Context: an optimization exercise on an open-source flow, tuned for small area and a short achievable clock period. The choices shown serve that exercise and are no tape-out recipe.
Where RTL was checked, it was by simulation tests only, not by an equivalence proof against the original.
Power figures rest on the tool's default switching activity, not on a simulated workload.

== run A ==
Design CPU, start of the top module:
module CPU(
    clk,
    rst_n,
    in_valid,
    instruction,
    out_valid,
    instruction_fail,
    out_0,
    out_1,
    out_2,
    out_3,
    out_4,
    out_5
);
For scale: roughly 2000 cells after synthesis, roughly 280 flip-flops, ~130 I/O pins, ~18000 sq um of cells after synthesis.
Settings: LEC_CHECK=0, CAP_MARGIN=20, CORE_MARGIN=2, CORE_UTILIZATION=40, SETUP_SLACK_MARGIN=2.6, SLEW_MARGIN=20; clock period 4.5 ns.
run.sh (not shown) runs the stock make flow with config.mk's settings and CLKGATE_MAP_FILE= SYNTH_SCRIPT=/design/flow/synth_recipe.tcl, a recipe that flattens the netlist after the stock synthesis.
> inputs changed (run A -> run B)
- SETUP_SLACK_MARGIN now 2.0, was 2.6
Findings:
Portion of the layout cell area used by non-clock buffers (lower): run B. Diff run A -> run B | final area | down by more than 10%. What run B reported for switching power of the nets has to be multiplied by 1.16 to get the figure for run A. Min count of buffers added by post-CTS timing repair for setup across run A and run B: run B. The final reports for run B and run A show final cell count lower in the former. Overall global routing resource usage on run B is down relative to run A. Going from run A to run B, final design utilization shrinks by 9.1 points.
No functional check of the RTL was part of any run of this note.


Setup of build 20:
Another version of the RTL of CPU (not shown whole).
Size: ~2000 cells after synthesis, about 280 flip-flops, about 130 I/O pins.
Design CPU, start of the top module:
module CPU(
    clk,
    rst_n,
    in_valid,
    instruction,
    out_valid,
    instruction_fail,
    out_0,
    out_1,
    out_2,
    out_3,
    out_4,
    out_5
);
input clk;
input rst_n;
input in_valid;
input [31:0] instruction;
output logic out_valid, instruction_fail;
output logic [15:0] out_0, out_1, out_2, out_3, out_4, out_5;
function automatic [5:0] regsel(input [4:0] c);
    regsel[0] =  c[0] & ~c[1];
    regsel[1] = ~c[0] &  c[1];
    regsel[2] = ~c[4];
    regsel[3] =  c[2] & ~c[3];
    regsel[4] =  c[2] &  c[3];
    regsel[5] =  c[4] & ~c[0] & ~c[1] & ~c[2];
endfunction
wire [5:0] opc = instruction[31:26];
wire [5:0] fn  = instruction[5:0];
wire is_r    = (opc == 6'b000000);
wire is_addi = (opc == 6'b001000);
wire f_add   = is_r & (fn == 6'b100000);
wire f_mult  = is_r & (fn == 6'b011000);
wire f_sll   = is_r & (fn == 6'b000000);
wire f_sra   = is_r & (fn == 6'b000010);
wire f_relu  = is_r & (fn == 6'b110001);
wire f_lrelu = is_r & (fn == 6'b110010);
  ...
clock: 4.5 ns
lec_check: 0
cap_margin: 20
core_margin: 2
core_utilization: 65
setup_slack_margin: 2.3
slew_margin: 20
Build 20 did not finish; the tool stopped in global routing (5_1_grt) with error GRT-0232.
The following lists how build 73 was set up differently from build 20:
- SETUP_SLACK_MARGIN: 2.3 -> 2.0
==> run summary <==
In summary, build 73 completed successfully, with a layout that passed the timing, design-rule and antenna checks.
Delta (build 73 minus build 20): hold-fix buffer count after cts did not really move, detailed placement HPWL down 2.2%.
Re clock sink count: no difference whatsoever between build 73 and build 20.
Number of buffers inserted by port buffering: build 73 vs build 20 identical
> inputs changed (build 73 -> build 64)
- CORE_UTILIZATION: 65 -> 50
==> flow/flow/run.sh (new file) <==
#!/bin/bash
# The standard layout, with plain buf_2 cells as the port buffers (the default
# port buffer here is the slower and larger clkdlybuf4s50_1).
set -euo pipefail
bash standard.sh BUFFER_PORTS_ARGS="-buffer_cell sky130_fd_sc_hd__buf_2" finish > run_standard.log 2>&1
==> flow/standard.sh (new file) <==
#!/bin/bash
# synth_recipe.tcl (not shown) runs the flow's synth.tcl, then flattens the netlist and writes it again
# the make line also repeats each setting of config.mk as NAME=value (left out here)
make -C /OpenROAD-flow-scripts/flow DESIGN_CONFIG=/design/flow/config.mk WORK_HOME=/design/flow/orfs CLKGATE_MAP_FILE= SYNTH_SCRIPT=/design/flow/synth_recipe.tcl "${@:-finish}"
removed: flow/run.sh
## What came out
- Build 64 closes out successfully: all stages finished, all timing, DRC and antenna checks passed.
- Non-clock buffer count for build 64: 4 down relative to build 73
- Sort build 73 and build 64 by filler-free cell count of the finished design desc -> top: build 64
- Build 64: area growth from synthesis to final layout is 4.5 points lower than what build 73 reported.
- In build 64, the leakage power summed over all cells came out 0.82% above the value in build 73.
diff inputs: build 64 => build 4
- CTS_BUF_LIST: unset -> sky130_fd_sc_hd__clkbuf_4 sky130_fd_sc_hd__clkbuf_8
- CORE_UTILIZATION: 50 -> 45
==> flow/run.sh (new file) <==
#!/bin/bash
# synth_recipe.tcl (not shown) runs the flow's synth.tcl, then flattens the netlist and writes it again
# the make line also repeats each setting of config.mk as NAME=value (left out here)
make -C /OpenROAD-flow-scripts/flow DESIGN_CONFIG=/design/flow/config.mk WORK_HOME=/design/flow/orfs CLKGATE_MAP_FILE= SYNTH_SCRIPT=/design/flow/synth_recipe.tcl finish
removed: flow/flow/run.sh
removed: flow/standard.sh
Findings:
Build 4 ends up with a sequential share of layout area that is 1.2 points lower than in build 64. Build 4 vs build 64 — total power rose about 4.4%. Diff build 64 -> build 4: fmax grew by 1.2%; logic gate share of total power higher; maximum level of the CTS H-tree higher; number of placed cells counting well taps increased 72. First-pass GRT wire length up about 1.9% in build 4 wrt build 64. Looking at build 4 and build 64, the sequential cell count is a wash. Looking at end point of the critical path, the c2$_DFF_P_ result is from build 4; the x2[7]$_DFF_P_ one comes from build 64.


== build 96 ==
CPU, a different RTL version from the one above (not shown whole).
Size: roughly 2000 cells after synthesis, roughly 280 flip-flops, roughly 18000 um^2 of cells after synthesis.
## CPU
module CPU(
    clk,
    rst_n,
    in_valid,
    instruction,
    out_valid,
    instruction_fail,
    out_0,
    out_1,
    out_2,
    out_3,
    out_4,
    out_5
);
==> flow/config.mk <==
export PLATFORM = sky130hd
export DESIGN_NAME = CPU
export DESIGN_NICKNAME = CPU
export VERILOG_FILES = /design/flow/design.v
export SDC_FILE = /design/flow/constraint.sdc
export NUM_CORES = 4
export LEC_CHECK = 0
export CAP_MARGIN = 20
export CORE_MARGIN = 2
export CORE_UTILIZATION = 45
export SETUP_SLACK_MARGIN = 1.7
export SLEW_MARGIN = 20
==> flow/constraint.sdc <==
create_clock -name core_clock -period 4.5 [get_ports {clk}]
set_input_delay 0.9000 -clock core_clock [delete_from_list [all_inputs] [get_ports {clk}]]
set_output_delay 0.9000 -clock core_clock [all_outputs]
set_load 0.01 [all_outputs]
standard.sh (not shown) runs the stock make flow with config.mk's settings and CLKGATE_MAP_FILE= SYNTH_SCRIPT=/design/flow/synth_recipe.tcl, a recipe that flattens the netlist after the stock synthesis.
==> flow/flow/run.sh <==
#!/bin/bash
# The standard layout, with plain buf_2 cells as the port buffers (the default
# port buffer here is the slower and larger clkdlybuf4s50_1).
set -euo pipefail
bash standard.sh BUFFER_PORTS_ARGS="-buffer_cell sky130_fd_sc_hd__buf_2" finish > run_standard.log 2>&1
## Diff of input files: build 19 against build 96
Settings: CAP_MARGIN: 20 -> 0; SLEW_MARGIN: 20 -> 0; SETUP_SLACK_MARGIN: 1.7 -> 2.0.
--- outcome ---
- Build 19 went all the way through synthesis, placement and routing and the layout is clean on timing, DRC and antenna.
- The final layout from build 96, which completed every stage, passed the timing, design-rule and antenna checks at the end of the flow.
- Going from build 96 to build 19, the maximum frequency was found to have gone up by 39 MHz.
- Hold slack delta (build 19 -> build 96): insignificant
- Build 19 ends up with a met3 track utilization from global routing that is 1.6 points higher than in build 96.
Inputs modified between build 19 and build 32:
Settings: a change of SLEW_MARGIN from 0 to 20; a change of CAP_MARGIN from 0 to 20.
==> comparison <==
Diff build 19 -> build 32: power now sits at about the same level, final area barely changed, number of antenna violations at the first check in global routing saw little to no change, fmax held steady, post-layout minimum cycle time held steady.
Utilization: build 32 vs build 19, no meaningful difference
Between build 19 and build 32, the clock skew does not differ in any meaningful way.
~same growth of design area from synthesis to finish in build 19 and build 32
Input changes introduced in build 35 (baseline for comparison: build 32):
Settings: SETUP_SLACK_MARGIN: 2.0 -> 2.2.
### Flow results
Build 35 reports a higher largest fanout on the critical path than build 32 does.
Clock period minus worst slack for build 35 is higher than for build 32.
Build 32 → build 35: switching power share of the total barely changed, cell count now larger, power consumption +2.1%, register share of the cell area fell by 2.5 points, clock network power consumption fell by 7.4%.
Taking build 32 over build 35, the non-clock buffer count in the final layout ratio works out to 0.64.
For sum of routed wire length over all layers, dividing the value from build 35 by the value from build 32 gives 1.07.
Min total global routing track utilization across build 32 and build 35: build 32
Count of buffer and inverter cells on the critical path delta for build 35 relative to build 32: 1 lower


CPU again, from the RTL that the note above started with.
Settings: LEC_CHECK=0, CAP_MARGIN=20, CORE_MARGIN=2, CORE_UTILIZATION=45, PLACE_DENSITY=0.7, SETUP_SLACK_MARGIN=2.0, SLEW_MARGIN=20; clock period 4.5 ns.
Scripts as last shown in full above: flow/flow/run.sh
The first run completed with no timing, DRC or antenna violations.
Edit:
- PLACE_DENSITY: 0.7 -> 0.8
Effect: The new run produced a clean layout. Register-to-register slack degrades by 0.02 ns. Area after synthesis does not change. Design area fell by 0.54%. Via count came out higher by 1.7%. Core utilization fell by 0.29 points. Power barely changes.
Edit:
- CORE_UTILIZATION: 45 -> 55
- PLACE_DENSITY: 0.8 -> not set
Outcome: The new run passed the timing, design-rule and antenna checks. Sequential cell count does not change. Sequential power grows by about 1%. First-iteration DRC count is lower by 7.7%. Core utilization came out higher by 12 points. Wire length grows by 5.4%. Sequential share of layout area hardly moves. Cell count fell by 4.1%. Setup slack improves by 0.0093 ns. Design area hardly moves.


job 5241:
Another version of the RTL of CPU (not shown whole).
For scale: roughly 270 flip-flops, ~130 I/O pins, roughly 18000 um2 of cells after synthesis.
Design CPU, start of the top module:
module CPU(
    clk,
    rst_n,
    in_valid,
    instruction,
    out_valid,
    instruction_fail,
    out_0,
    out_1,
    out_2,
    out_3,
    out_4,
    out_5
);
input clk;
input rst_n;
input in_valid;
input [31:0] instruction;
output logic out_valid, instruction_fail;
output logic [15:0] out_0, out_1, out_2, out_3, out_4, out_5;
function automatic [5:0] regsel(input [4:0] c);
    regsel[0] =  c[0] & ~c[1];
    regsel[1] = ~c[0] &  c[1];
    regsel[2] = ~c[4];
    regsel[3] =  c[2] & ~c[3];
    regsel[4] =  c[2] &  c[3];
    regsel[5] =  c[4] & ~c[0] & ~c[1] & ~c[2];
endfunction
wire [5:0] opc = instruction[31:26];
wire [5:0] fn  = instruction[5:0];
wire is_r    = (opc == 6'b000000);
wire is_addi = (opc == 6'b001000);
wire f_add   = is_r & (fn == 6'b100000);
wire f_mult  = is_r & (fn == 6'b011000);
wire f_sll   = is_r & (fn == 6'b000000);
wire f_sra   = is_r & (fn == 6'b000010);
wire f_relu  = is_r & (fn == 6'b110001);
wire f_lrelu = is_r & (fn == 6'b110010);
wire supported = is_addi | f_add | f_mult | f_sll | f_sra | f_relu | f_lrelu;
wire [5:0] sa = regsel(instruction[25:21]);
wire [5:0] sb = regsel(instruction[20:16]);
wire [15:0] rs_v = ({16{sa[0]}} & out_0) | ({16{sa[1]}} & out_1) | ({16{sa[2]}} & out_2) |
                   ({16{sa[3]}} & out_3) | ({16{sa[4]}} & out_4) | ({16{sa[5]}} & out_5);
wire [15:0] rt_v = ({16{sb[0]}} & out_0) | ({16{sb[1]}} & out_1) | ({16{sb[2]}} & out_2) |
                   ({16{sb[3]}} & out_3) | ({16{sb[4]}} & out_4) | ({16{sb[5]}} & out_5);
wire [4:0] dcode = is_addi ? instruction[20:16] : instruction[15:11];
logic [15:0] a0, b0;
logic [4:0]  sh0;
logic        add0, mul0, lrelu0, relu0, sll0, sra0;
logic [2:0]  d0;
logic        v0, f0;
  ...
Settings: LEC_CHECK=0, CAP_MARGIN=20, CORE_MARGIN=2, CORE_UTILIZATION=45, CTS_CLUSTER_SIZE=30, SETUP_SLACK_MARGIN=2.0, SLEW_MARGIN=20; clock period 4.5 ns.
==> flow/flow/run.sh <==
#!/bin/bash
# The standard layout, with plain buf_1 cells as the port buffers (the default
# port buffer here is the slower and larger clkdlybuf4s50_1).
set -euo pipefail
bash standard.sh BUFFER_PORTS_ARGS="-buffer_cell sky130_fd_sc_hd__buf_1" finish > run_standard.log 2>&1
Here is what was changed in the inputs of job 688 compared with job 5241.
Settings: removing CTS_CLUSTER_SIZE (formerly 30).
==> flow/flow/run.sh <==
#!/bin/bash
# The standard layout, with plain buf_2 cells as the port buffers (the default
# port buffer here is the slower and larger clkdlybuf4s50_1).
set -euo pipefail
bash standard.sh BUFFER_PORTS_ARGS="-buffer_cell sky130_fd_sc_hd__buf_2" finish > run_standard.log 2>&1
- Going from job 5241 to job 688, detailed-routing iteration count for the pre-antenna-repair pass higher; hold slack grew by 0.0037 ns; count of clock buffers in the final design now sits higher.
- Job 688 leaves more setup margin than job 5241.
- Job 5241 consumes less power than job 688.
- Job 688 against job 5241; final cell area excluding filler cells is up slightly.
- Post-route fraction of the period consumed by the critical path (job 688 over job 5241): decrease, 0.97 points


north:
CPU, a different RTL version from the one above (not shown whole).
For scale: ~1900 cells after synthesis, ~280 flip-flops, roughly 130 I/O pins, about 18000 µm² of cells after synthesis.
Settings: LEC_CHECK=0, CAP_MARGIN=20, CORE_MARGIN=2, CORE_UTILIZATION=40, SETUP_SLACK_MARGIN=2.5, SLEW_MARGIN=20; clock period 4.5 ns.
run.sh (not shown) runs the stock make flow with config.mk's settings and CLKGATE_MAP_FILE= SYNTH_SCRIPT=/design/flow/synth_recipe.tcl, a recipe that flattens the netlist after the stock synthesis.
Stock flow here: none of the scripts above is used.
Setup changes, north to south
Settings: a change of SETUP_SLACK_MARGIN from 2.5 to 2.0.
--- outcome ---
Via count in south is about 6.4% below north. north has higher met1 track utilization from global routing than south. south: sequential power share is 3.2 points higher than what north reported. south vs north — first-iteration DRC count dropped 120. Between north and south, the insertion delay of the later-clocked pin in the worst-skew pair does not differ in any meaningful way. south vs north: multi-input combinational cell area down by a little under 10%. south vs. north: number of search-and-repair iterations in the first detailed-routing pass went up by 2. Of south and north, the run reporting the lower data-path buffer share of cell area in the final layout was south. north → south: power down 0.00096 W; routed wire length down 6.2%; final area down 8.7%.
Inputs modified between south and east:
Settings: SETUP_SLACK_MARGIN removed (was 2.0).
south -> east: number of instances on the worst hold path delta 0, exact match
east completed every stage of the flow, and the final layout passed the timing, design-rule and antenna checks.
Lower post-layout total power among east and south: east
Of east and south, it is east that has the higher cell area power density.
The layout overhead on the synthesized area of east is lower than that of south.
east has design area below what south had.

-- afterwards: timing with drivers on the ports --
How much do the figures lean on ideal ports? The routed layouts below were timed once more, with nothing changed but the port constraints. Step 1 (the two cells are an assumption about what drives the block):
set clk [get_ports {clk}]
set_driving_cell -lib_cell sky130_fd_sc_hd__clkbuf_16 $clk
set_driving_cell -lib_cell sky130_fd_sc_hd__buf_2 [delete_from_list [all_inputs] $clk]
Step 2 also shifts input and output timing later by t, the mid clock arrival at the registers, as if the neighbouring blocks saw the same clock. Slacks: ideal / step 1 / step 2; pairs: ideal / step 1.
run	t, ns	setup slack, ns	worst setup path at the end	cell pins on the clock port's net
run A	0.661	2.048 / 2.048 / 1.999	input to register	1
run B	0.619	1.975 / 1.966 / 1.538	input to register	1
build 73	0.611	1.765 / 1.765 / 1.625	input to register	1
build 64	0.629	1.937 / 1.937 / 1.777	input to register	1
build 4	0.673	1.966 / 1.966 / 1.491	input to register	1
build 96	0.635	1.715 / 1.715 / 1.715	register to register	1
build 19	0.600	1.990 / 1.990 / 1.683	input to register	1
build 32	0.598	1.988 / 1.988 / 1.688	input to register	1
build 35	0.640	1.973 / 1.973 / 1.713	input to register	1
the first run of note 4	0.628	1.944 / 1.944 / 1.691	input to register	1
the second run of note 4	0.618	1.929 / 1.929 / 1.715	input to register	1
the third run of note 4	0.633	1.938 / 1.938 / 1.678	input to register	1
job 5241	0.649	1.758 / 1.758 / 1.494	input to register	1
job 688	0.641	1.802 / 1.802 / 1.672	input to register	1
north	0.631	1.631 / 1.631 / 1.631	register to register	1
south	0.628	1.632 / 1.632 / 1.431	input to register	1
east	0.627	1.138 / 1.138 / 1.138	register to register	1
After both steps setup and hold are still met in every run listed. The setup slack of build 4, which loses most, moves by 0.000 ns with the drivers and by -0.475 ns with both steps.
